Source: an optimization exercise on an open RTL-to-GDS flow (aim: small area). Production flows keep margins and buffers that such runs may drop. Only simulation tests tie the RTL to the original design; equivalence was not proved. Power is estimated from default activity; no workload was simulated.

### flow/design.v
module Cajero_xor2(input a, b, output y); assign y = a ^ b; endmodule
module Cajero_xnor2(input a, b, output y); assign y = ~(a ^ b); endmodule
module Cajero_nand2(input a, b, output y); assign y = ~(a & b); endmodule
module Cajero_nor2(input a, b, output y); assign y = ~(a | b); endmodule
module Cajero_and2(input a, b, output y); assign y = a & b; endmodule
module Cajero_mux2i(input s, a0, a1, output y); assign y = ~(s ? a1 : a0); endmodule
module Cajero_a21oi(input a1, a2, b1, output y); assign y = ~((a1 & a2) | b1); endmodule
module Cajero_o21ai(input a1, a2, b1, output y); assign y = ~((a1 | a2) & b1); endmodule
module Cajero_a21o(input a1, a2, b1, output y); assign y = (a1 & a2) | b1; endmodule
module Cajero_a31o(input a1, a2, a3, b1, output y); assign y = (a1 & a2 & a3) | b1; endmodule
module Cajero_and4(input a, b, c, d, output y); assign y = a & b & c & d; endmodule
module Cajero_nor4(input a, b, c, d, output y); assign y = ~(a | b | c | d); endmodule
module Cajero_and4bb(input a_n, b_n, c, d, output y); assign y = ~a_n & ~b_n & c & d; endmodule
module Cajero(input Clk, Reset,
              input TARJETA_RECIBIDA, TIPO_TRANS,
              input [15:0] PIN,
              input DIGITO_STB, MONTO_STB,
              input [3:0] DIGITO,
              input [31:0] MONTO,
              input [63:0] BALANCE_INICIAL,
              output [63:0] BALANCE,
              output BALANCE_ACTUALIZADO, ENTREGAR_DINERO,
              output PIN_INCORRECTO, ADVERTENCIA, BLOQUEO, FONDOS_INSUFICIENTES);
    localparam S_IDLE = 3'b000, S_WAIT = 3'b001, S_AUTH = 3'b011, S_BLK = 3'b010,
               S_DEP  = 3'b110, S_WD   = 3'b111, S_NF   = 3'b101;
    reg [2:0]  st, nst;
    reg [31:0] amtn;            
    wire [2:0] cnt = amtn[18:16];   
    wire [1:0] att = amtn[20:19];   
    reg  [2:0] ncnt;
    reg  [1:0] natt;
    wire auth = (st == S_AUTH);
    wire sub  = (st == S_WD);
    wire inv_hi = auth | sub;   
    always @(posedge Clk, negedge Reset)
        if (~Reset) st <= S_IDLE;
        else        st <= nst;
    wire [31:21] yn;            
    wire [20:0] y;              
    wire [20:0] dmux;           
    wire [15:0] eqb;            
    wire [20:16] nctr = ~{natt, ncnt};
    always @(posedge Clk) begin
        amtn[31:16] <= {yn, dmux[20:16]};
        if (auth | DIGITO_STB) amtn[15:0] <= dmux[15:0];
    end
    Cajero_xor2 u_y0 (.a(MONTO[0]), .b(TIPO_TRANS), .y(y[0]));
    Cajero_mux2i u_d0 (.s(auth), .a0(DIGITO[0]), .a1(y[0]), .y(dmux[0]));
    Cajero_xor2 u_e0 (.a(amtn[0]), .b(PIN[0]), .y(eqb[0]));
    Cajero_xor2 u_y1 (.a(MONTO[1]), .b(TIPO_TRANS), .y(y[1]));
    Cajero_mux2i u_d1 (.s(auth), .a0(DIGITO[1]), .a1(y[1]), .y(dmux[1]));
    Cajero_xor2 u_e1 (.a(amtn[1]), .b(PIN[1]), .y(eqb[1]));
    Cajero_xor2 u_y2 (.a(MONTO[2]), .b(TIPO_TRANS), .y(y[2]));
    Cajero_mux2i u_d2 (.s(auth), .a0(DIGITO[2]), .a1(y[2]), .y(dmux[2]));
    Cajero_xor2 u_e2 (.a(amtn[2]), .b(PIN[2]), .y(eqb[2]));
    Cajero_xor2 u_y3 (.a(MONTO[3]), .b(TIPO_TRANS), .y(y[3]));
    Cajero_mux2i u_d3 (.s(auth), .a0(DIGITO[3]), .a1(y[3]), .y(dmux[3]));
    Cajero_xor2 u_e3 (.a(amtn[3]), .b(PIN[3]), .y(eqb[3]));
    Cajero_xor2 u_y4 (.a(MONTO[4]), .b(TIPO_TRANS), .y(y[4]));
    Cajero_mux2i u_d4 (.s(auth), .a0(amtn[0]), .a1(y[4]), .y(dmux[4]));
    Cajero_xnor2 u_e4 (.a(amtn[4]), .b(PIN[4]), .y(eqb[4]));
    Cajero_xor2 u_y5 (.a(MONTO[5]), .b(TIPO_TRANS), .y(y[5]));
    Cajero_mux2i u_d5 (.s(auth), .a0(amtn[1]), .a1(y[5]), .y(dmux[5]));
    Cajero_xnor2 u_e5 (.a(amtn[5]), .b(PIN[5]), .y(eqb[5]));
    Cajero_xor2 u_y6 (.a(MONTO[6]), .b(TIPO_TRANS), .y(y[6]));
    Cajero_mux2i u_d6 (.s(auth), .a0(amtn[2]), .a1(y[6]), .y(dmux[6]));
    Cajero_xnor2 u_e6 (.a(amtn[6]), .b(PIN[6]), .y(eqb[6]));
    Cajero_xor2 u_y7 (.a(MONTO[7]), .b(TIPO_TRANS), .y(y[7]));
    Cajero_mux2i u_d7 (.s(auth), .a0(amtn[3]), .a1(y[7]), .y(dmux[7]));
    Cajero_xnor2 u_e7 (.a(amtn[7]), .b(PIN[7]), .y(eqb[7]));
    Cajero_xor2 u_y8 (.a(MONTO[8]), .b(TIPO_TRANS), .y(y[8]));
    Cajero_mux2i u_d8 (.s(auth), .a0(amtn[4]), .a1(y[8]), .y(dmux[8]));
    Cajero_xor2 u_e8 (.a(amtn[8]), .b(PIN[8]), .y(eqb[8]));
    Cajero_xor2 u_y9 (.a(MONTO[9]), .b(TIPO_TRANS), .y(y[9]));
    Cajero_mux2i u_d9 (.s(auth), .a0(amtn[5]), .a1(y[9]), .y(dmux[9]));
    Cajero_xor2 u_e9 (.a(amtn[9]), .b(PIN[9]), .y(eqb[9]));
    Cajero_xor2 u_y10 (.a(MONTO[10]), .b(TIPO_TRANS), .y(y[10]));
    Cajero_mux2i u_d10 (.s(auth), .a0(amtn[6]), .a1(y[10]), .y(dmux[10]));
    Cajero_xor2 u_e10 (.a(amtn[10]), .b(PIN[10]), .y(eqb[10]));
    Cajero_xor2 u_y11 (.a(MONTO[11]), .b(TIPO_TRANS), .y(y[11]));
    Cajero_mux2i u_d11 (.s(auth), .a0(amtn[7]), .a1(y[11]), .y(dmux[11]));
    Cajero_xor2 u_e11 (.a(amtn[11]), .b(PIN[11]), .y(eqb[11]));
    Cajero_xor2 u_y12 (.a(MONTO[12]), .b(TIPO_TRANS), .y(y[12]));
    Cajero_mux2i u_d12 (.s(auth), .a0(amtn[8]), .a1(y[12]), .y(dmux[12]));
    Cajero_xnor2 u_e12 (.a(amtn[12]), .b(PIN[12]), .y(eqb[12]));
    Cajero_xor2 u_y13 (.a(MONTO[13]), .b(TIPO_TRANS), .y(y[13]));
    Cajero_mux2i u_d13 (.s(auth), .a0(amtn[9]), .a1(y[13]), .y(dmux[13]));
    Cajero_xnor2 u_e13 (.a(amtn[13]), .b(PIN[13]), .y(eqb[13]));
    Cajero_xor2 u_y14 (.a(MONTO[14]), .b(TIPO_TRANS), .y(y[14]));
    Cajero_mux2i u_d14 (.s(auth), .a0(amtn[10]), .a1(y[14]), .y(dmux[14]));
    Cajero_xnor2 u_e14 (.a(amtn[14]), .b(PIN[14]), .y(eqb[14]));
    Cajero_xor2 u_y15 (.a(MONTO[15]), .b(TIPO_TRANS), .y(y[15]));
    Cajero_mux2i u_d15 (.s(auth), .a0(amtn[11]), .a1(y[15]), .y(dmux[15]));
    Cajero_xnor2 u_e15 (.a(amtn[15]), .b(PIN[15]), .y(eqb[15]));
    Cajero_xor2 u_y16 (.a(MONTO[16]), .b(TIPO_TRANS), .y(y[16]));
    Cajero_mux2i u_d16 (.s(auth), .a0(nctr[16]), .a1(y[16]), .y(dmux[16]));
    Cajero_xor2 u_y17 (.a(MONTO[17]), .b(TIPO_TRANS), .y(y[17]));
    Cajero_mux2i u_d17 (.s(auth), .a0(nctr[17]), .a1(y[17]), .y(dmux[17]));
    Cajero_xor2 u_y18 (.a(MONTO[18]), .b(TIPO_TRANS), .y(y[18]));
    Cajero_mux2i u_d18 (.s(auth), .a0(nctr[18]), .a1(y[18]), .y(dmux[18]));
    Cajero_xor2 u_y19 (.a(MONTO[19]), .b(TIPO_TRANS), .y(y[19]));
    Cajero_mux2i u_d19 (.s(auth), .a0(nctr[19]), .a1(y[19]), .y(dmux[19]));
    Cajero_xor2 u_y20 (.a(MONTO[20]), .b(TIPO_TRANS), .y(y[20]));
    Cajero_mux2i u_d20 (.s(auth), .a0(nctr[20]), .a1(y[20]), .y(dmux[20]));
    Cajero_xnor2 u_y21 (.a(MONTO[21]), .b(TIPO_TRANS), .y(yn[21]));
    Cajero_xnor2 u_y22 (.a(MONTO[22]), .b(TIPO_TRANS), .y(yn[22]));
    Cajero_xnor2 u_y23 (.a(MONTO[23]), .b(TIPO_TRANS), .y(yn[23]));
    Cajero_xnor2 u_y24 (.a(MONTO[24]), .b(TIPO_TRANS), .y(yn[24]));
    Cajero_xnor2 u_y25 (.a(MONTO[25]), .b(TIPO_TRANS), .y(yn[25]));
    Cajero_xnor2 u_y26 (.a(MONTO[26]), .b(TIPO_TRANS), .y(yn[26]));
    Cajero_xnor2 u_y27 (.a(MONTO[27]), .b(TIPO_TRANS), .y(yn[27]));
    Cajero_xnor2 u_y28 (.a(MONTO[28]), .b(TIPO_TRANS), .y(yn[28]));
    Cajero_xnor2 u_y29 (.a(MONTO[29]), .b(TIPO_TRANS), .y(yn[29]));
    Cajero_xnor2 u_y30 (.a(MONTO[30]), .b(TIPO_TRANS), .y(yn[30]));
    Cajero_xnor2 u_y31 (.a(MONTO[31]), .b(TIPO_TRANS), .y(yn[31]));
    wire [31:0] a = BALANCE_INICIAL[31:0];
    wire [31:0] b;              
    wire [31:0] p;              
    wire [31:0] g;              
    wire [31:0] gn;             
    wire [32:0] c;              
    wire [31:0] sl;
    wire [4:0] bc;              
    assign bc[0] = sub;
    Cajero_mux2i u_b0 (.s(auth), .a0(amtn[0]), .a1(MONTO[0]), .y(b[0]));
    Cajero_xor2 u_p0 (.a(a[0]), .b(b[0]), .y(p[0]));
    Cajero_and2 u_g0 (.a(a[0]), .b(b[0]), .y(g[0]));
    Cajero_mux2i u_b1 (.s(auth), .a0(amtn[1]), .a1(MONTO[1]), .y(b[1]));
    Cajero_xnor2 u_p1 (.a(a[1]), .b(b[1]), .y(p[1]));
    Cajero_nand2 u_g1 (.a(a[1]), .b(b[1]), .y(gn[1]));
    Cajero_mux2i u_b2 (.s(auth), .a0(amtn[2]), .a1(MONTO[2]), .y(b[2]));
    Cajero_xor2 u_p2 (.a(a[2]), .b(b[2]), .y(p[2]));
    Cajero_and2 u_g2 (.a(a[2]), .b(b[2]), .y(g[2]));
    Cajero_mux2i u_b3 (.s(auth), .a0(amtn[3]), .a1(MONTO[3]), .y(b[3]));
    Cajero_xnor2 u_p3 (.a(a[3]), .b(b[3]), .y(p[3]));
    Cajero_nand2 u_g3 (.a(a[3]), .b(b[3]), .y(gn[3]));
    Cajero_mux2i u_b4 (.s(auth), .a0(amtn[4]), .a1(MONTO[4]), .y(b[4]));
    Cajero_xor2 u_p4 (.a(a[4]), .b(b[4]), .y(p[4]));
    Cajero_and2 u_g4 (.a(a[4]), .b(b[4]), .y(g[4]));
    Cajero_mux2i u_b5 (.s(auth), .a0(amtn[5]), .a1(MONTO[5]), .y(b[5]));
    Cajero_xnor2 u_p5 (.a(a[5]), .b(b[5]), .y(p[5]));
    Cajero_nand2 u_g5 (.a(a[5]), .b(b[5]), .y(gn[5]));
    Cajero_mux2i u_b6 (.s(auth), .a0(amtn[6]), .a1(MONTO[6]), .y(b[6]));
    Cajero_xor2 u_p6 (.a(a[6]), .b(b[6]), .y(p[6]));
    Cajero_and2 u_g6 (.a(a[6]), .b(b[6]), .y(g[6]));
    Cajero_mux2i u_b7 (.s(auth), .a0(amtn[7]), .a1(MONTO[7]), .y(b[7]));
    Cajero_xnor2 u_p7 (.a(a[7]), .b(b[7]), .y(p[7]));
    Cajero_nand2 u_g7 (.a(a[7]), .b(b[7]), .y(gn[7]));
    Cajero_mux2i u_b8 (.s(auth), .a0(amtn[8]), .a1(MONTO[8]), .y(b[8]));
    Cajero_xor2 u_p8 (.a(a[8]), .b(b[8]), .y(p[8]));
    Cajero_and2 u_g8 (.a(a[8]), .b(b[8]), .y(g[8]));
    Cajero_mux2i u_b9 (.s(auth), .a0(amtn[9]), .a1(MONTO[9]), .y(b[9]));
    Cajero_xnor2 u_p9 (.a(a[9]), .b(b[9]), .y(p[9]));
    Cajero_nand2 u_g9 (.a(a[9]), .b(b[9]), .y(gn[9]));
    Cajero_mux2i u_b10 (.s(auth), .a0(amtn[10]), .a1(MONTO[10]), .y(b[10]));
    Cajero_xor2 u_p10 (.a(a[10]), .b(b[10]), .y(p[10]));
    Cajero_and2 u_g10 (.a(a[10]), .b(b[10]), .y(g[10]));
    Cajero_mux2i u_b11 (.s(auth), .a0(amtn[11]), .a1(MONTO[11]), .y(b[11]));
    Cajero_xnor2 u_p11 (.a(a[11]), .b(b[11]), .y(p[11]));
    Cajero_nand2 u_g11 (.a(a[11]), .b(b[11]), .y(gn[11]));
    Cajero_mux2i u_b12 (.s(auth), .a0(amtn[12]), .a1(MONTO[12]), .y(b[12]));
    Cajero_xor2 u_p12 (.a(a[12]), .b(b[12]), .y(p[12]));
    Cajero_and2 u_g12 (.a(a[12]), .b(b[12]), .y(g[12]));
    Cajero_mux2i u_b13 (.s(auth), .a0(amtn[13]), .a1(MONTO[13]), .y(b[13]));
    Cajero_xnor2 u_p13 (.a(a[13]), .b(b[13]), .y(p[13]));
    Cajero_nand2 u_g13 (.a(a[13]), .b(b[13]), .y(gn[13]));
    Cajero_mux2i u_b14 (.s(auth), .a0(amtn[14]), .a1(MONTO[14]), .y(b[14]));
    Cajero_xor2 u_p14 (.a(a[14]), .b(b[14]), .y(p[14]));
    Cajero_and2 u_g14 (.a(a[14]), .b(b[14]), .y(g[14]));
    Cajero_mux2i u_b15 (.s(auth), .a0(amtn[15]), .a1(MONTO[15]), .y(b[15]));
    Cajero_xnor2 u_p15 (.a(a[15]), .b(b[15]), .y(p[15]));
    Cajero_nand2 u_g15 (.a(a[15]), .b(b[15]), .y(gn[15]));
    Cajero_mux2i u_b16 (.s(auth), .a0(amtn[16]), .a1(MONTO[16]), .y(b[16]));
    Cajero_xor2 u_p16 (.a(a[16]), .b(b[16]), .y(p[16]));
    Cajero_and2 u_g16 (.a(a[16]), .b(b[16]), .y(g[16]));
    Cajero_mux2i u_b17 (.s(auth), .a0(amtn[17]), .a1(MONTO[17]), .y(b[17]));
    Cajero_xnor2 u_p17 (.a(a[17]), .b(b[17]), .y(p[17]));
    Cajero_nand2 u_g17 (.a(a[17]), .b(b[17]), .y(gn[17]));
    Cajero_mux2i u_b18 (.s(auth), .a0(amtn[18]), .a1(MONTO[18]), .y(b[18]));
    Cajero_xor2 u_p18 (.a(a[18]), .b(b[18]), .y(p[18]));
    Cajero_and2 u_g18 (.a(a[18]), .b(b[18]), .y(g[18]));
    Cajero_mux2i u_b19 (.s(auth), .a0(amtn[19]), .a1(MONTO[19]), .y(b[19]));
    Cajero_xnor2 u_p19 (.a(a[19]), .b(b[19]), .y(p[19]));
    Cajero_nand2 u_g19 (.a(a[19]), .b(b[19]), .y(gn[19]));
    Cajero_mux2i u_b20 (.s(auth), .a0(amtn[20]), .a1(MONTO[20]), .y(b[20]));
    Cajero_xor2 u_p20 (.a(a[20]), .b(b[20]), .y(p[20]));
    Cajero_and2 u_g20 (.a(a[20]), .b(b[20]), .y(g[20]));
    Cajero_mux2i u_b21 (.s(auth), .a0(amtn[21]), .a1(MONTO[21]), .y(b[21]));
    Cajero_xnor2 u_p21 (.a(a[21]), .b(b[21]), .y(p[21]));
    Cajero_nand2 u_g21 (.a(a[21]), .b(b[21]), .y(gn[21]));
    Cajero_mux2i u_b22 (.s(auth), .a0(amtn[22]), .a1(MONTO[22]), .y(b[22]));
    Cajero_xor2 u_p22 (.a(a[22]), .b(b[22]), .y(p[22]));
    Cajero_and2 u_g22 (.a(a[22]), .b(b[22]), .y(g[22]));
    Cajero_mux2i u_b23 (.s(auth), .a0(amtn[23]), .a1(MONTO[23]), .y(b[23]));
    Cajero_xnor2 u_p23 (.a(a[23]), .b(b[23]), .y(p[23]));
    Cajero_nand2 u_g23 (.a(a[23]), .b(b[23]), .y(gn[23]));
    Cajero_mux2i u_b24 (.s(auth), .a0(amtn[24]), .a1(MONTO[24]), .y(b[24]));
    Cajero_xor2 u_p24 (.a(a[24]), .b(b[24]), .y(p[24]));
    Cajero_and2 u_g24 (.a(a[24]), .b(b[24]), .y(g[24]));
    Cajero_mux2i u_b25 (.s(auth), .a0(amtn[25]), .a1(MONTO[25]), .y(b[25]));
    Cajero_xnor2 u_p25 (.a(a[25]), .b(b[25]), .y(p[25]));
    Cajero_nand2 u_g25 (.a(a[25]), .b(b[25]), .y(gn[25]));
    Cajero_mux2i u_b26 (.s(auth), .a0(amtn[26]), .a1(MONTO[26]), .y(b[26]));
    Cajero_xor2 u_p26 (.a(a[26]), .b(b[26]), .y(p[26]));
    Cajero_and2 u_g26 (.a(a[26]), .b(b[26]), .y(g[26]));
    Cajero_mux2i u_b27 (.s(auth), .a0(amtn[27]), .a1(MONTO[27]), .y(b[27]));
    Cajero_xnor2 u_p27 (.a(a[27]), .b(b[27]), .y(p[27]));
    Cajero_nand2 u_g27 (.a(a[27]), .b(b[27]), .y(gn[27]));
    Cajero_mux2i u_b28 (.s(auth), .a0(amtn[28]), .a1(MONTO[28]), .y(b[28]));
    Cajero_xor2 u_p28 (.a(a[28]), .b(b[28]), .y(p[28]));
    Cajero_and2 u_g28 (.a(a[28]), .b(b[28]), .y(g[28]));
    Cajero_mux2i u_b29 (.s(auth), .a0(amtn[29]), .a1(MONTO[29]), .y(b[29]));
    Cajero_xnor2 u_p29 (.a(a[29]), .b(b[29]), .y(p[29]));
    Cajero_nand2 u_g29 (.a(a[29]), .b(b[29]), .y(gn[29]));
    Cajero_mux2i u_b30 (.s(auth), .a0(amtn[30]), .a1(MONTO[30]), .y(b[30]));
    Cajero_xor2 u_p30 (.a(a[30]), .b(b[30]), .y(p[30]));
    Cajero_and2 u_g30 (.a(a[30]), .b(b[30]), .y(g[30]));
    Cajero_mux2i u_b31 (.s(auth), .a0(amtn[31]), .a1(MONTO[31]), .y(b[31]));
    Cajero_xnor2 u_p31 (.a(a[31]), .b(b[31]), .y(p[31]));
    Cajero_nand2 u_g31 (.a(a[31]), .b(b[31]), .y(gn[31]));
    assign c[0] = bc[0];
    Cajero_a21oi u_c0 (.a1(p[0]), .a2(c[0]), .b1(g[0]), .y(c[1]));
    Cajero_o21ai u_c1 (.a1(p[1]), .a2(c[1]), .b1(gn[1]), .y(c[2]));
    Cajero_a21oi u_c2 (.a1(p[2]), .a2(c[2]), .b1(g[2]), .y(c[3]));
    Cajero_o21ai u_c3 (.a1(p[3]), .a2(c[3]), .b1(gn[3]), .y(c[4]));
    Cajero_a21oi u_c4 (.a1(p[4]), .a2(c[4]), .b1(g[4]), .y(c[5]));
    Cajero_o21ai u_c5 (.a1(p[5]), .a2(c[5]), .b1(gn[5]), .y(c[6]));
    Cajero_a21oi u_c6 (.a1(p[6]), .a2(c[6]), .b1(g[6]), .y(c[7]));
    Cajero_o21ai u_c7 (.a1(p[7]), .a2(c[7]), .b1(gn[7]), .y(c[8]));
    assign bc[1] = c[8];
    Cajero_a21oi u_c8 (.a1(p[8]), .a2(c[8]), .b1(g[8]), .y(c[9]));
    Cajero_o21ai u_c9 (.a1(p[9]), .a2(c[9]), .b1(gn[9]), .y(c[10]));
    Cajero_a21oi u_c10 (.a1(p[10]), .a2(c[10]), .b1(g[10]), .y(c[11]));
    Cajero_o21ai u_c11 (.a1(p[11]), .a2(c[11]), .b1(gn[11]), .y(c[12]));
    Cajero_a21oi u_c12 (.a1(p[12]), .a2(c[12]), .b1(g[12]), .y(c[13]));
    Cajero_o21ai u_c13 (.a1(p[13]), .a2(c[13]), .b1(gn[13]), .y(c[14]));
    Cajero_a21oi u_c14 (.a1(p[14]), .a2(c[14]), .b1(g[14]), .y(c[15]));
    wire [8:1] h1;
    Cajero_nand2 u_h1_0 (.a(a[8]), .b(b[8]), .y(h1[1]));
    Cajero_o21ai u_h1_1 (.a1(p[9]), .a2(h1[1]), .b1(gn[9]), .y(h1[2]));
    Cajero_a21oi u_h1_2 (.a1(p[10]), .a2(h1[2]), .b1(g[10]), .y(h1[3]));
    Cajero_o21ai u_h1_3 (.a1(p[11]), .a2(h1[3]), .b1(gn[11]), .y(h1[4]));
    Cajero_a21oi u_h1_4 (.a1(p[12]), .a2(h1[4]), .b1(g[12]), .y(h1[5]));
    Cajero_o21ai u_h1_5 (.a1(p[13]), .a2(h1[5]), .b1(gn[13]), .y(h1[6]));
    Cajero_a21oi u_h1_6 (.a1(p[14]), .a2(h1[6]), .b1(g[14]), .y(h1[7]));
    Cajero_o21ai u_h1_7 (.a1(p[15]), .a2(h1[7]), .b1(gn[15]), .y(h1[8]));
    wire pe1, po1;
    Cajero_and4 u_pe1 (.a(p[8]), .b(p[10]), .c(p[12]), .d(p[14]), .y(pe1));
    Cajero_nor4 u_po1 (.a(p[9]), .b(p[11]), .c(p[13]), .d(p[15]), .y(po1));
    Cajero_a31o u_bc1 (.a1(pe1), .a2(po1), .a3(bc[1]), .b1(h1[8]), .y(bc[2]));
    assign c[16] = bc[2];
    Cajero_a21oi u_c16 (.a1(p[16]), .a2(c[16]), .b1(g[16]), .y(c[17]));
    Cajero_o21ai u_c17 (.a1(p[17]), .a2(c[17]), .b1(gn[17]), .y(c[18]));
    Cajero_a21oi u_c18 (.a1(p[18]), .a2(c[18]), .b1(g[18]), .y(c[19]));
    Cajero_o21ai u_c19 (.a1(p[19]), .a2(c[19]), .b1(gn[19]), .y(c[20]));
    Cajero_a21oi u_c20 (.a1(p[20]), .a2(c[20]), .b1(g[20]), .y(c[21]));
    Cajero_o21ai u_c21 (.a1(p[21]), .a2(c[21]), .b1(gn[21]), .y(c[22]));
    Cajero_a21oi u_c22 (.a1(p[22]), .a2(c[22]), .b1(g[22]), .y(c[23]));
    wire [8:1] h2;
    Cajero_nand2 u_h2_0 (.a(a[16]), .b(b[16]), .y(h2[1]));
    Cajero_o21ai u_h2_1 (.a1(p[17]), .a2(h2[1]), .b1(gn[17]), .y(h2[2]));
    Cajero_a21oi u_h2_2 (.a1(p[18]), .a2(h2[2]), .b1(g[18]), .y(h2[3]));
    Cajero_o21ai u_h2_3 (.a1(p[19]), .a2(h2[3]), .b1(gn[19]), .y(h2[4]));
    Cajero_a21oi u_h2_4 (.a1(p[20]), .a2(h2[4]), .b1(g[20]), .y(h2[5]));
    Cajero_o21ai u_h2_5 (.a1(p[21]), .a2(h2[5]), .b1(gn[21]), .y(h2[6]));
    Cajero_a21oi u_h2_6 (.a1(p[22]), .a2(h2[6]), .b1(g[22]), .y(h2[7]));
    Cajero_o21ai u_h2_7 (.a1(p[23]), .a2(h2[7]), .b1(gn[23]), .y(h2[8]));
    wire pe2, po2;
    Cajero_and4 u_pe2 (.a(p[16]), .b(p[18]), .c(p[20]), .d(p[22]), .y(pe2));
    Cajero_nor4 u_po2 (.a(p[17]), .b(p[19]), .c(p[21]), .d(p[23]), .y(po2));
    Cajero_a31o u_bc2 (.a1(pe2), .a2(po2), .a3(bc[2]), .b1(h2[8]), .y(bc[3]));
    assign c[24] = bc[3];
    Cajero_a21oi u_c24 (.a1(p[24]), .a2(c[24]), .b1(g[24]), .y(c[25]));
    Cajero_o21ai u_c25 (.a1(p[25]), .a2(c[25]), .b1(gn[25]), .y(c[26]));
    Cajero_a21oi u_c26 (.a1(p[26]), .a2(c[26]), .b1(g[26]), .y(c[27]));
    Cajero_o21ai u_c27 (.a1(p[27]), .a2(c[27]), .b1(gn[27]), .y(c[28]));
    Cajero_a21oi u_c28 (.a1(p[28]), .a2(c[28]), .b1(g[28]), .y(c[29]));
    Cajero_o21ai u_c29 (.a1(p[29]), .a2(c[29]), .b1(gn[29]), .y(c[30]));
    Cajero_a21oi u_c30 (.a1(p[30]), .a2(c[30]), .b1(g[30]), .y(c[31]));
    wire [8:1] h3;
    Cajero_nand2 u_h3_0 (.a(a[24]), .b(b[24]), .y(h3[1]));
    Cajero_o21ai u_h3_1 (.a1(p[25]), .a2(h3[1]), .b1(gn[25]), .y(h3[2]));
    Cajero_a21oi u_h3_2 (.a1(p[26]), .a2(h3[2]), .b1(g[26]), .y(h3[3]));
    Cajero_o21ai u_h3_3 (.a1(p[27]), .a2(h3[3]), .b1(gn[27]), .y(h3[4]));
    Cajero_a21oi u_h3_4 (.a1(p[28]), .a2(h3[4]), .b1(g[28]), .y(h3[5]));
    Cajero_o21ai u_h3_5 (.a1(p[29]), .a2(h3[5]), .b1(gn[29]), .y(h3[6]));
    Cajero_a21oi u_h3_6 (.a1(p[30]), .a2(h3[6]), .b1(g[30]), .y(h3[7]));
    Cajero_o21ai u_h3_7 (.a1(p[31]), .a2(h3[7]), .b1(gn[31]), .y(h3[8]));
    wire pe3, po3;
    Cajero_and4 u_pe3 (.a(p[24]), .b(p[26]), .c(p[28]), .d(p[30]), .y(pe3));
    Cajero_nor4 u_po3 (.a(p[25]), .b(p[27]), .c(p[29]), .d(p[31]), .y(po3));
    Cajero_a31o u_bc3 (.a1(pe3), .a2(po3), .a3(bc[3]), .b1(h3[8]), .y(bc[4]));
    Cajero_xor2 u_s0 (.a(p[0]), .b(c[0]), .y(sl[0]));
    Cajero_xor2 u_s1 (.a(p[1]), .b(c[1]), .y(sl[1]));
    Cajero_xor2 u_s2 (.a(p[2]), .b(c[2]), .y(sl[2]));
    Cajero_xor2 u_s3 (.a(p[3]), .b(c[3]), .y(sl[3]));
    Cajero_xor2 u_s4 (.a(p[4]), .b(c[4]), .y(sl[4]));
    Cajero_xor2 u_s5 (.a(p[5]), .b(c[5]), .y(sl[5]));
    Cajero_xor2 u_s6 (.a(p[6]), .b(c[6]), .y(sl[6]));
    Cajero_xor2 u_s7 (.a(p[7]), .b(c[7]), .y(sl[7]));
    Cajero_xor2 u_s8 (.a(p[8]), .b(c[8]), .y(sl[8]));
    Cajero_xor2 u_s9 (.a(p[9]), .b(c[9]), .y(sl[9]));
    Cajero_xor2 u_s10 (.a(p[10]), .b(c[10]), .y(sl[10]));
    Cajero_xor2 u_s11 (.a(p[11]), .b(c[11]), .y(sl[11]));
    Cajero_xor2 u_s12 (.a(p[12]), .b(c[12]), .y(sl[12]));
    Cajero_xor2 u_s13 (.a(p[13]), .b(c[13]), .y(sl[13]));
    Cajero_xor2 u_s14 (.a(p[14]), .b(c[14]), .y(sl[14]));
    Cajero_xor2 u_s15 (.a(p[15]), .b(c[15]), .y(sl[15]));
    Cajero_xor2 u_s16 (.a(p[16]), .b(c[16]), .y(sl[16]));
    Cajero_xor2 u_s17 (.a(p[17]), .b(c[17]), .y(sl[17]));
    Cajero_xor2 u_s18 (.a(p[18]), .b(c[18]), .y(sl[18]));
    Cajero_xor2 u_s19 (.a(p[19]), .b(c[19]), .y(sl[19]));
    Cajero_xor2 u_s20 (.a(p[20]), .b(c[20]), .y(sl[20]));
    Cajero_xor2 u_s21 (.a(p[21]), .b(c[21]), .y(sl[21]));
    Cajero_xor2 u_s22 (.a(p[22]), .b(c[22]), .y(sl[22]));
    Cajero_xor2 u_s23 (.a(p[23]), .b(c[23]), .y(sl[23]));
    Cajero_xor2 u_s24 (.a(p[24]), .b(c[24]), .y(sl[24]));
    Cajero_xor2 u_s25 (.a(p[25]), .b(c[25]), .y(sl[25]));
    Cajero_xor2 u_s26 (.a(p[26]), .b(c[26]), .y(sl[26]));
    Cajero_xor2 u_s27 (.a(p[27]), .b(c[27]), .y(sl[27]));
    Cajero_xor2 u_s28 (.a(p[28]), .b(c[28]), .y(sl[28]));
    Cajero_xor2 u_s29 (.a(p[29]), .b(c[29]), .y(sl[29]));
    Cajero_xor2 u_s30 (.a(p[30]), .b(c[30]), .y(sl[30]));
    Cajero_xor2 u_s31 (.a(p[31]), .b(c[31]), .y(sl[31]));
    wire c32 = bc[4];
    wire [31:0] ah = BALANCE_INICIAL[63:32];
    wire cc, ccn;               
    wire [32:0] q;              
    wire [31:0] x;              
    wire [31:1] t;              
    wire [31:0] sh;
    Cajero_xor2 u_cc (.a(c32), .b(sub), .y(cc));
    Cajero_xnor2 u_ccn (.a(c32), .b(sub), .y(ccn));
    Cajero_xor2 u_x0 (.a(ah[0]), .b(inv_hi), .y(x[0]));
    assign q[1] = x[0];
    Cajero_xor2 u_sh0 (.a(ah[0]), .b(cc), .y(sh[0]));
    Cajero_xor2 u_x1 (.a(ah[1]), .b(inv_hi), .y(x[1]));
    Cajero_nand2 u_q1 (.a(q[1]), .b(x[1]), .y(q[2]));
    Cajero_nand2 u_t1 (.a(q[1]), .b(cc), .y(t[1]));
    Cajero_xnor2 u_sh1 (.a(ah[1]), .b(t[1]), .y(sh[1]));
    Cajero_xnor2 u_x2 (.a(ah[2]), .b(inv_hi), .y(x[2]));
    Cajero_nor2 u_q2 (.a(q[2]), .b(x[2]), .y(q[3]));
    Cajero_nor2 u_t2 (.a(q[2]), .b(ccn), .y(t[2]));
    Cajero_xor2 u_sh2 (.a(ah[2]), .b(t[2]), .y(sh[2]));
    Cajero_xor2 u_x3 (.a(ah[3]), .b(inv_hi), .y(x[3]));
    Cajero_nand2 u_q3 (.a(q[3]), .b(x[3]), .y(q[4]));
    Cajero_nand2 u_t3 (.a(q[3]), .b(cc), .y(t[3]));
    Cajero_xnor2 u_sh3 (.a(ah[3]), .b(t[3]), .y(sh[3]));
    Cajero_xnor2 u_x4 (.a(ah[4]), .b(inv_hi), .y(x[4]));
    Cajero_nor2 u_q4 (.a(q[4]), .b(x[4]), .y(q[5]));
    Cajero_nor2 u_t4 (.a(q[4]), .b(ccn), .y(t[4]));
    Cajero_xor2 u_sh4 (.a(ah[4]), .b(t[4]), .y(sh[4]));
    Cajero_xor2 u_x5 (.a(ah[5]), .b(inv_hi), .y(x[5]));
    Cajero_nand2 u_q5 (.a(q[5]), .b(x[5]), .y(q[6]));
    Cajero_nand2 u_t5 (.a(q[5]), .b(cc), .y(t[5]));
    Cajero_xnor2 u_sh5 (.a(ah[5]), .b(t[5]), .y(sh[5]));
    Cajero_xnor2 u_x6 (.a(ah[6]), .b(inv_hi), .y(x[6]));
    Cajero_nor2 u_q6 (.a(q[6]), .b(x[6]), .y(q[7]));
    Cajero_nor2 u_t6 (.a(q[6]), .b(ccn), .y(t[6]));
    Cajero_xor2 u_sh6 (.a(ah[6]), .b(t[6]), .y(sh[6]));
    Cajero_xor2 u_x7 (.a(ah[7]), .b(inv_hi), .y(x[7]));
    Cajero_nand2 u_q7 (.a(q[7]), .b(x[7]), .y(q[8]));
    Cajero_nand2 u_t7 (.a(q[7]), .b(cc), .y(t[7]));
    Cajero_xnor2 u_sh7 (.a(ah[7]), .b(t[7]), .y(sh[7]));
    Cajero_xnor2 u_x8 (.a(ah[8]), .b(inv_hi), .y(x[8]));
    Cajero_nor2 u_q8 (.a(q[8]), .b(x[8]), .y(q[9]));
    Cajero_nor2 u_t8 (.a(q[8]), .b(ccn), .y(t[8]));
    Cajero_xor2 u_sh8 (.a(ah[8]), .b(t[8]), .y(sh[8]));
    Cajero_xor2 u_x9 (.a(ah[9]), .b(inv_hi), .y(x[9]));
    Cajero_nand2 u_q9 (.a(q[9]), .b(x[9]), .y(q[10]));
    Cajero_nand2 u_t9 (.a(q[9]), .b(cc), .y(t[9]));
    Cajero_xnor2 u_sh9 (.a(ah[9]), .b(t[9]), .y(sh[9]));
    Cajero_xnor2 u_x10 (.a(ah[10]), .b(inv_hi), .y(x[10]));
    Cajero_nor2 u_q10 (.a(q[10]), .b(x[10]), .y(q[11]));
    Cajero_nor2 u_t10 (.a(q[10]), .b(ccn), .y(t[10]));
    Cajero_xor2 u_sh10 (.a(ah[10]), .b(t[10]), .y(sh[10]));
    Cajero_xor2 u_x11 (.a(ah[11]), .b(inv_hi), .y(x[11]));
    Cajero_nand2 u_q11 (.a(q[11]), .b(x[11]), .y(q[12]));
    Cajero_nand2 u_t11 (.a(q[11]), .b(cc), .y(t[11]));
    Cajero_xnor2 u_sh11 (.a(ah[11]), .b(t[11]), .y(sh[11]));
    Cajero_xnor2 u_x12 (.a(ah[12]), .b(inv_hi), .y(x[12]));
    Cajero_nor2 u_q12 (.a(q[12]), .b(x[12]), .y(q[13]));
    Cajero_nor2 u_t12 (.a(q[12]), .b(ccn), .y(t[12]));
    Cajero_xor2 u_sh12 (.a(ah[12]), .b(t[12]), .y(sh[12]));
    Cajero_xor2 u_x13 (.a(ah[13]), .b(inv_hi), .y(x[13]));
    Cajero_nand2 u_q13 (.a(q[13]), .b(x[13]), .y(q[14]));
    Cajero_nand2 u_t13 (.a(q[13]), .b(cc), .y(t[13]));
    Cajero_xnor2 u_sh13 (.a(ah[13]), .b(t[13]), .y(sh[13]));
    Cajero_xnor2 u_x14 (.a(ah[14]), .b(inv_hi), .y(x[14]));
    Cajero_nor2 u_q14 (.a(q[14]), .b(x[14]), .y(q[15]));
    Cajero_nor2 u_t14 (.a(q[14]), .b(ccn), .y(t[14]));
    Cajero_xor2 u_sh14 (.a(ah[14]), .b(t[14]), .y(sh[14]));
    Cajero_xor2 u_x15 (.a(ah[15]), .b(inv_hi), .y(x[15]));
    Cajero_nand2 u_q15 (.a(q[15]), .b(x[15]), .y(q[16]));
    Cajero_nand2 u_t15 (.a(q[15]), .b(cc), .y(t[15]));
    Cajero_xnor2 u_sh15 (.a(ah[15]), .b(t[15]), .y(sh[15]));
    Cajero_xnor2 u_x16 (.a(ah[16]), .b(inv_hi), .y(x[16]));
    Cajero_nor2 u_q16 (.a(q[16]), .b(x[16]), .y(q[17]));
    Cajero_nor2 u_t16 (.a(q[16]), .b(ccn), .y(t[16]));
    Cajero_xor2 u_sh16 (.a(ah[16]), .b(t[16]), .y(sh[16]));
    Cajero_xor2 u_x17 (.a(ah[17]), .b(inv_hi), .y(x[17]));
    Cajero_nand2 u_q17 (.a(q[17]), .b(x[17]), .y(q[18]));
    Cajero_nand2 u_t17 (.a(q[17]), .b(cc), .y(t[17]));
    Cajero_xnor2 u_sh17 (.a(ah[17]), .b(t[17]), .y(sh[17]));
    Cajero_xnor2 u_x18 (.a(ah[18]), .b(inv_hi), .y(x[18]));
    Cajero_nor2 u_q18 (.a(q[18]), .b(x[18]), .y(q[19]));
    Cajero_nor2 u_t18 (.a(q[18]), .b(ccn), .y(t[18]));
    Cajero_xor2 u_sh18 (.a(ah[18]), .b(t[18]), .y(sh[18]));
    Cajero_xor2 u_x19 (.a(ah[19]), .b(inv_hi), .y(x[19]));
    Cajero_nand2 u_q19 (.a(q[19]), .b(x[19]), .y(q[20]));
    Cajero_nand2 u_t19 (.a(q[19]), .b(cc), .y(t[19]));
    Cajero_xnor2 u_sh19 (.a(ah[19]), .b(t[19]), .y(sh[19]));
    Cajero_xnor2 u_x20 (.a(ah[20]), .b(inv_hi), .y(x[20]));
    Cajero_nor2 u_q20 (.a(q[20]), .b(x[20]), .y(q[21]));
    Cajero_nor2 u_t20 (.a(q[20]), .b(ccn), .y(t[20]));
    Cajero_xor2 u_sh20 (.a(ah[20]), .b(t[20]), .y(sh[20]));
    Cajero_xor2 u_x21 (.a(ah[21]), .b(inv_hi), .y(x[21]));
    Cajero_nand2 u_q21 (.a(q[21]), .b(x[21]), .y(q[22]));
    Cajero_nand2 u_t21 (.a(q[21]), .b(cc), .y(t[21]));
    Cajero_xnor2 u_sh21 (.a(ah[21]), .b(t[21]), .y(sh[21]));
    Cajero_xnor2 u_x22 (.a(ah[22]), .b(inv_hi), .y(x[22]));
    Cajero_nor2 u_q22 (.a(q[22]), .b(x[22]), .y(q[23]));
    Cajero_nor2 u_t22 (.a(q[22]), .b(ccn), .y(t[22]));
    Cajero_xor2 u_sh22 (.a(ah[22]), .b(t[22]), .y(sh[22]));
    Cajero_xor2 u_x23 (.a(ah[23]), .b(inv_hi), .y(x[23]));
    Cajero_nand2 u_q23 (.a(q[23]), .b(x[23]), .y(q[24]));
    Cajero_nand2 u_t23 (.a(q[23]), .b(cc), .y(t[23]));
    Cajero_xnor2 u_sh23 (.a(ah[23]), .b(t[23]), .y(sh[23]));
    Cajero_xnor2 u_x24 (.a(ah[24]), .b(inv_hi), .y(x[24]));
    Cajero_nor2 u_q24 (.a(q[24]), .b(x[24]), .y(q[25]));
    Cajero_nor2 u_t24 (.a(q[24]), .b(ccn), .y(t[24]));
    Cajero_xor2 u_sh24 (.a(ah[24]), .b(t[24]), .y(sh[24]));
    Cajero_xor2 u_x25 (.a(ah[25]), .b(inv_hi), .y(x[25]));
    Cajero_nand2 u_q25 (.a(q[25]), .b(x[25]), .y(q[26]));
    Cajero_nand2 u_t25 (.a(q[25]), .b(cc), .y(t[25]));
    Cajero_xnor2 u_sh25 (.a(ah[25]), .b(t[25]), .y(sh[25]));
    Cajero_xnor2 u_x26 (.a(ah[26]), .b(inv_hi), .y(x[26]));
    Cajero_nor2 u_q26 (.a(q[26]), .b(x[26]), .y(q[27]));
    Cajero_nor2 u_t26 (.a(q[26]), .b(ccn), .y(t[26]));
    Cajero_xor2 u_sh26 (.a(ah[26]), .b(t[26]), .y(sh[26]));
    Cajero_xor2 u_x27 (.a(ah[27]), .b(inv_hi), .y(x[27]));
    Cajero_nand2 u_q27 (.a(q[27]), .b(x[27]), .y(q[28]));
    Cajero_nand2 u_t27 (.a(q[27]), .b(cc), .y(t[27]));
    Cajero_xnor2 u_sh27 (.a(ah[27]), .b(t[27]), .y(sh[27]));
    Cajero_xnor2 u_x28 (.a(ah[28]), .b(inv_hi), .y(x[28]));
    Cajero_nor2 u_q28 (.a(q[28]), .b(x[28]), .y(q[29]));
    Cajero_nor2 u_t28 (.a(q[28]), .b(ccn), .y(t[28]));
    Cajero_xor2 u_sh28 (.a(ah[28]), .b(t[28]), .y(sh[28]));
    Cajero_xor2 u_x29 (.a(ah[29]), .b(inv_hi), .y(x[29]));
    Cajero_nand2 u_q29 (.a(q[29]), .b(x[29]), .y(q[30]));
    Cajero_nand2 u_t29 (.a(q[29]), .b(cc), .y(t[29]));
    Cajero_xnor2 u_sh29 (.a(ah[29]), .b(t[29]), .y(sh[29]));
    Cajero_xnor2 u_x30 (.a(ah[30]), .b(inv_hi), .y(x[30]));
    Cajero_nor2 u_q30 (.a(q[30]), .b(x[30]), .y(q[31]));
    Cajero_nor2 u_t30 (.a(q[30]), .b(ccn), .y(t[30]));
    Cajero_xor2 u_sh30 (.a(ah[30]), .b(t[30]), .y(sh[30]));
    Cajero_xor2 u_x31 (.a(ah[31]), .b(inv_hi), .y(x[31]));
    Cajero_nand2 u_q31 (.a(q[31]), .b(x[31]), .y(q[32]));
    Cajero_nand2 u_t31 (.a(q[31]), .b(cc), .y(t[31]));
    Cajero_xnor2 u_sh31 (.a(ah[31]), .b(t[31]), .y(sh[31]));
    assign q[0] = 1'b1;
    assign BALANCE = {sh, sl};
    wire gt = q[32] | c32;
    wire eq = &eqb;
    wire waiting = (st == S_WAIT);
    wire four = cnt[2] & ~cnt[0];
    wire check = waiting & four;
    assign PIN_INCORRECTO       = check & ~eq;
    assign ADVERTENCIA          = PIN_INCORRECTO & att[0];
    assign BLOQUEO              = (st == S_BLK);
    assign BALANCE_ACTUALIZADO  = (st == S_DEP) | (st == S_WD);
    assign ENTREGAR_DINERO      = sub;
    assign FONDOS_INSUFICIENTES = (st == S_NF);
    always @* begin
        ncnt = 3'b000;
        natt = 2'b00;
        if (waiting) begin
            ncnt = four ? 3'b000 : DIGITO_STB ? {cnt[1:0], ~cnt[2]} : cnt;
            natt = four ? {att[0], ~(att[0] | att[1])} : att;
        end
    end
    always @* begin
        nst = st;
        case (st)
            S_IDLE: if (TARJETA_RECIBIDA) nst = S_WAIT;
            S_WAIT: if (four) begin
                        if (eq) nst = S_AUTH;
                        else if (att[1]) nst = S_BLK;
                    end
            S_AUTH: if (MONTO_STB) nst = TIPO_TRANS ? (gt ? S_WD : S_NF) : S_DEP;
            S_BLK: nst = S_BLK;
            default: nst = S_IDLE;
        endcase
    end
endmodule
### flow/flow/run.sh
#!/bin/bash
set -euo pipefail
W=$(pwd)
bash standard.sh "SYNTH_SCRIPT=$W/flow/synth_area.tcl" \
  "BUFFER_PORTS_ARGS=-buffer_cell sky130_fd_sc_hd__buf_1" \
  "CTS_ARGS=-sink_clustering_enable -repair_clock_nets -buf_list sky130_fd_sc_hd__clkbuf_8 -dont_use_dummy_load" \
  finish > "$W/flow_make.log" 2>&1
### flow/flow/abc_amap.script
strash
dch -f
amap
### flow/flow/leafmap.v
// Maps the design's one-gate modules (Cajero_<gate>) to the library gate of the same function.
module Cajero_xor2  (input a, b, output y);          sky130_fd_sc_hd__xor2_1  _TECHMAP_REPLACE_ (.A(a), .B(b), .X(y)); endmodule
module Cajero_xnor2 (input a, b, output y);          sky130_fd_sc_hd__xnor2_1 _TECHMAP_REPLACE_ (.A(a), .B(b), .Y(y)); endmodule
module Cajero_nand2 (input a, b, output y);          sky130_fd_sc_hd__nand2_1 _TECHMAP_REPLACE_ (.A(a), .B(b), .Y(y)); endmodule
module Cajero_nor2  (input a, b, output y);          sky130_fd_sc_hd__nor2_1  _TECHMAP_REPLACE_ (.A(a), .B(b), .Y(y)); endmodule
module Cajero_and2  (input a, b, output y);          sky130_fd_sc_hd__and2_1  _TECHMAP_REPLACE_ (.A(a), .B(b), .X(y)); endmodule
module Cajero_mux2i (input s, a0, a1, output y);     sky130_fd_sc_hd__mux2i_1 _TECHMAP_REPLACE_ (.S(s), .A0(a0), .A1(a1), .Y(y)); endmodule
module Cajero_a21oi (input a1, a2, b1, output y);    sky130_fd_sc_hd__a21oi_1 _TECHMAP_REPLACE_ (.A1(a1), .A2(a2), .B1(b1), .Y(y)); endmodule
module Cajero_o21ai (input a1, a2, b1, output y);    sky130_fd_sc_hd__o21ai_1 _TECHMAP_REPLACE_ (.A1(a1), .A2(a2), .B1(b1), .Y(y)); endmodule
module Cajero_a21o  (input a1, a2, b1, output y);    sky130_fd_sc_hd__a21o_1  _TECHMAP_REPLACE_ (.A1(a1), .A2(a2), .B1(b1), .X(y)); endmodule
module Cajero_a31o  (input a1, a2, a3, b1, output y); sky130_fd_sc_hd__a31o_1 _TECHMAP_REPLACE_ (.A1(a1), .A2(a2), .A3(a3), .B1(b1), .X(y)); endmodule
module Cajero_and4  (input a, b, c, d, output y);    sky130_fd_sc_hd__and4_1  _TECHMAP_REPLACE_ (.A(a), .B(b), .C(c), .D(d), .X(y)); endmodule
module Cajero_nor4  (input a, b, c, d, output y);    sky130_fd_sc_hd__nor4_1  _TECHMAP_REPLACE_ (.A(a), .B(b), .C(c), .D(d), .Y(y)); endmodule
module Cajero_and4bb(input a_n, b_n, c, d, output y); sky130_fd_sc_hd__and4bb_1 _TECHMAP_REPLACE_ (.A_N(a_n), .B_N(b_n), .C(c), .D(d), .X(y)); endmodule
### flow/flow/synth_area.tcl
set my_dir [file dirname [file normalize [info script]]]
set leaf_mapped 0
proc hierarchy {args} {
  yosys hierarchy {*}$args
  if { !$::leaf_mapped } {
    set ::leaf_mapped 1
    yosys techmap -map $::my_dir/leafmap.v
  }
}
proc extract_fa {args} { puts "extract_fa skipped" }
proc abc {args} {
  set i [lsearch -exact $args -script]
  if { $i >= 0 } { set args [lreplace $args $i [expr {$i + 1}] -script $::my_dir/abc_amap.script] }
  puts "abc $args"
  yosys abc {*}$args
}
source [file join [file dirname $my_dir] synth_recipe.tcl]
### flow/standard.sh
#!/bin/bash
# synth_recipe.tcl (not shown) runs the flow's synth.tcl, then flattens the netlist and writes it again
# the make line also repeats each setting of config.mk as NAME=value (left out here)
make -C /OpenROAD-flow-scripts/flow DESIGN_CONFIG=/design/flow/config.mk WORK_HOME=/design/flow/orfs CLKGATE_MAP_FILE= SYNTH_SCRIPT=/design/flow/synth_recipe.tcl "${@:-finish}"
### flow/config.mk
export PLATFORM = sky130hd
export DESIGN_NAME = Cajero
export DESIGN_NICKNAME = Cajero
export VERILOG_FILES = /design/flow/design.v
export SDC_FILE = /design/flow/constraint.sdc
export NUM_CORES = 4
export LEC_CHECK = 0
export CAP_MARGIN = 20
export CORE_MARGIN = 2
export CORE_UTILIZATION = 65
export PLACE_DENSITY = 0.85
export SLEW_MARGIN = 20
### flow/constraint.sdc
create_clock -name core_clock -period 8.0 [get_ports {Clk}]
set_input_delay 1.6000 -clock core_clock [delete_from_list [all_inputs] [get_ports {Clk}]]
set_output_delay 1.6000 -clock core_clock [all_outputs]
set_load 0.01 [all_outputs]
==> results.txt <==
cells by family after synthesis:
family	after synthesis
buffers and inverters	11
AO/OA/AOI/OAI	62
AND/OR/NAND/NOR	134
flip-flops	35
XOR/XNOR	178
multiplexers	53
registers in the layout, indices dropped and copies added, names as in the netlist:
name	flops
amtn	32
st	3
per-stage QoR:
| stage | cells | power, uW | hold slack (ps) |
|---|---|---|---|
| global placement | 744 | 1140 | 573 |
| global route | 749 | 1390 | 630 |
| finish | 749 | 1290 | 603 |
| detailed placement | 744 | 1170 | 576 |
| CTS | 749 | 1280 | 597 |
| floorplan | 473 | 908 | 542 |
where the power goes:
part / internal (uW) / switching [uW] / total (uW)
Sequential: 243 / 35.3 / 278
Combinational: 344 / 551 / 895
Clock: 56.1 / 59.5 / 116
Total: 643 / 646 / 1290
critical path: cells and delay by family:
kind | cells | cell delay, ps
XOR/XNOR | 2 | 380
buffers and inverters | 2 | 290
AND/OR/NAND/NOR | 31 | 3580
per-layer routing:
| layer | share of wire, % | vias to the layer above | global-route usage [%] |
|---|---|---|---|
| li1 | - | 2007 | - |
| met1 | 39 | 1809 | 33.4 |
| met3 | 7.7 | 33 | 7.69 |
| met2 | 51 | 157 | 58.4 |
| met5 | 0 | - | 0 |
| met4 | 2.9 | 0 | 13.2 |
path summary, 6_finish.rpt:
kind / from / to / slack (ps)
max: BALANCE_INICIAL[32] / BALANCE[63] / 530
min: amtn[19] / amtn[19] / 600
max reg2reg: st[1] / st[1] / 2310
min reg2reg: amtn[19] / amtn[19] / 600
max in group asynchronous: Reset / st[0] / 6740
min in group asynchronous: Reset / st[1] / 1120
cells in the final DEF, fill, tap and decap left out, types with 25 or more instances in the layout:
| master | n |
|---|---|
| buf_1 | 190 |
| o21ai_1 | 25 |
| xor2_1 | 111 |
| nand2_1 | 54 |
| nor2_1 | 41 |
| mux2i_1 | 53 |
| a21oi_1 | 25 |
| xnor2_1 | 67 |
layout make-up:
class | instances | share of cell area [%]
timing repair buffer | 196 | 15.5
clock buffer | 5 | 1.41
sequential | 35 | 17.9
tap | 75 | 1.92
multi-input combinational | 427 | 62.4
inverter | 11 | 0.872
==> summary.txt <==
Status
  – Run status: finished clean

Clock network
  – Cell at the root of the clock tree: clkbuf_8
  – Clk sinks: 35
  – Clock Latency Late Sink: 290 ps
  – Maximum clock insertion buffer count: 2
  – Htree depth: 2
  – CTS clock-pin slew for the worst setup and hold paths: 50 ps
  – Number of gates resized after CTS: 0
  – CTS buffer count: 5
  – Hold Buf Count CTS: 0
  – Clock tree from TritonCTS: yes
  – Number of setup buffers added after CTS: 0

Drt
  – Per-cell routed wire length: 14.2 um
  – Number of vias after detailed routing: 4,006
  – Total routed wirelength: 10.7 mm
  – Number of antenna-violating nets in the routed design: 0
  – DRT Pass-1 Iters: 5
  – DR vias/cell: 5.35
  – Post-route DRC violation count: 0
  – DRC marker count from the first detailed-route iteration: 145

Placement
  – Post-Place Worst Slack: 670 ps
  – HPWL reported at the end of detailed placement: 8.77 mm
  – GP Congestion: 0.891
  – Cell Area, Placed: 0.00481 sq mm
  – Buffers on Ports: 191

Synthesis
  – Number of distinct library cells after synthesis: 24
  – Share of the yosys chip area belonging to registers: 22.2%
  – Number of flops mapped to enable cells by yosys: 16
  – Commonest cells in the synthesized netlist: xor2_1 (111), xnor2_1 (67), nand2_1 (54)
  – Dominant combinational cell family by area after synthesis: XOR/XNOR gates
  – Xor/xnor cell area share of the yosys netlist: 39.5%
  – Mapped Cells: 473
  – Area share of the leading cell type in the synthesized netlist: 24.6%
  – Cell taking the most area after synthesis: xor2_1
  – Register bit total from synthesis: 35
  – Compound-cell area share of the yosys netlist: 8.69%
  – Synthesized net count: 595
  – Simple-gate share of the synthesized area: 15.1%
  – Proportion of register bits with asynchronous set or reset after synthesis: 8.57%
  – Post-synthesis adder-cell area fraction: 0%
  – Main area contributors after synthesis: xor2_1 (25%), xnor2_1 (15%), mux2i_1 (13%)
  – Average instance area after synthesis: 8.34 sq um
  – Portion of netlist area occupied by mux cells: 13.4%
  – Most repeated cell in the gate-level netlist after synthesis: xor2_1
  – Summed instance area of the synthesized netlist: 0.00395 sq mm
  – Number of warning messages in the yosys log: 1
  – Top FF cell, synth: edfxtp_1

Setup path
  – Depth of the worst register-to-register path: 39
  – Delay contributed by the slowest stage of the critical path: 210 ps
  – Most used cell along the critical path: nand2_1
  – Critical path class: in2out
  – Highest net fanout along the worst path: 2
  – Kind of end point of the critical path: output port
  – Required time of the worst setup path: 6400 ps
  – Max stage delay cell, worst path: xor2_1
  – CP Data Arrival Time: 5870 ps
  – Category of the worst setup path launch point: input port

Cells and area
  – FF+latch area: 876 sq um
  – Net count reported at finish: 798
  – Number of fillers in the final layout: 414
  – Final Instance Area: 0.00488 sq mm
  – Multi-input gate area: 0.00304 sq mm
  – Layout cell share with drive strength beyond 1: 2.08%
  – Area Overhead vs Synth: 23.7%
  – Utilization of the core after routing: 82.9%
  – Antenna diodes: 0

STA
  – Time the worst path needs with I/O delays and setup: 7470 ps
  – Relative slew margins: 27.5%
  – Min setup slack post-route: 529 ps
  – Number of hold violations in the final report: 0
  – Clock Skews: 15.7 ps
  – Setup repair after global routing missed its margin: no
  – Final number of max-transition violations: 0
  – Highest attainable clock frequency: 134 MHz
  – Final setup vio count: 0
  – Transition time at the pin with the least slew margin: 1090 ps
  – Setup total negative slack: 0 ps
  – Share of the clock period used by the worst path after layout: 93.4%

Floorplanning
  – Die outline height: 81.9 um
  – Die X: 81.9 um
  – Num ports: 192
  – Die outline area: 0.00671 sq mm
  – Core Footprint: 0.00589 sq mm
  – Floorplan row count: 28
  – Starting density of the core: 67.0%

Global route
  – Largest net degree at the start of global routing: 35
  – Antenna violations before repair: 0
  – Global-route usage over all layers: 31.4%
  – Number of global-route vias before repair: 3,809
  – Overflow left after global routing: 0
  – Wire length of the first global-routing pass: 16.4 mm

Power
  – Power density cells: 264 mW/mm^2
  – Leakage power total: 0.00169 uW
  – Worst IR drop on VDD: 0.197 mV

Job
  – Max-cap viol count: 0

Hold path
  – Worst Hold Path Cells: 2
  – Kind of path behind the tightest hold check: reg2reg

-- what the ideal ports hide --
In the flow no input, the clock included, has a driving cell. The finished layout below was timed again as built, in two steps. Step 1 assumes that a clkbuf_16 drives the clock port and a buf_2 every other input. Step 2, shift: input delay + t, output delay - t, t = (earliest + latest rising clock arrival at the registers) / 2. This alone moves slack from input paths to output paths. a / b / c = no drivers / after step 1 / after step 2; a / b = the first two.
t, ns: 0.307
setup WS [ns]: 0.529 / 0.506 / 0.506
cell pins on the clock port's net: 1
After both steps this run still meets setup and hold. The setup slack of this run moves by -0.023 ns with the drivers and by -0.023 ns with both steps.
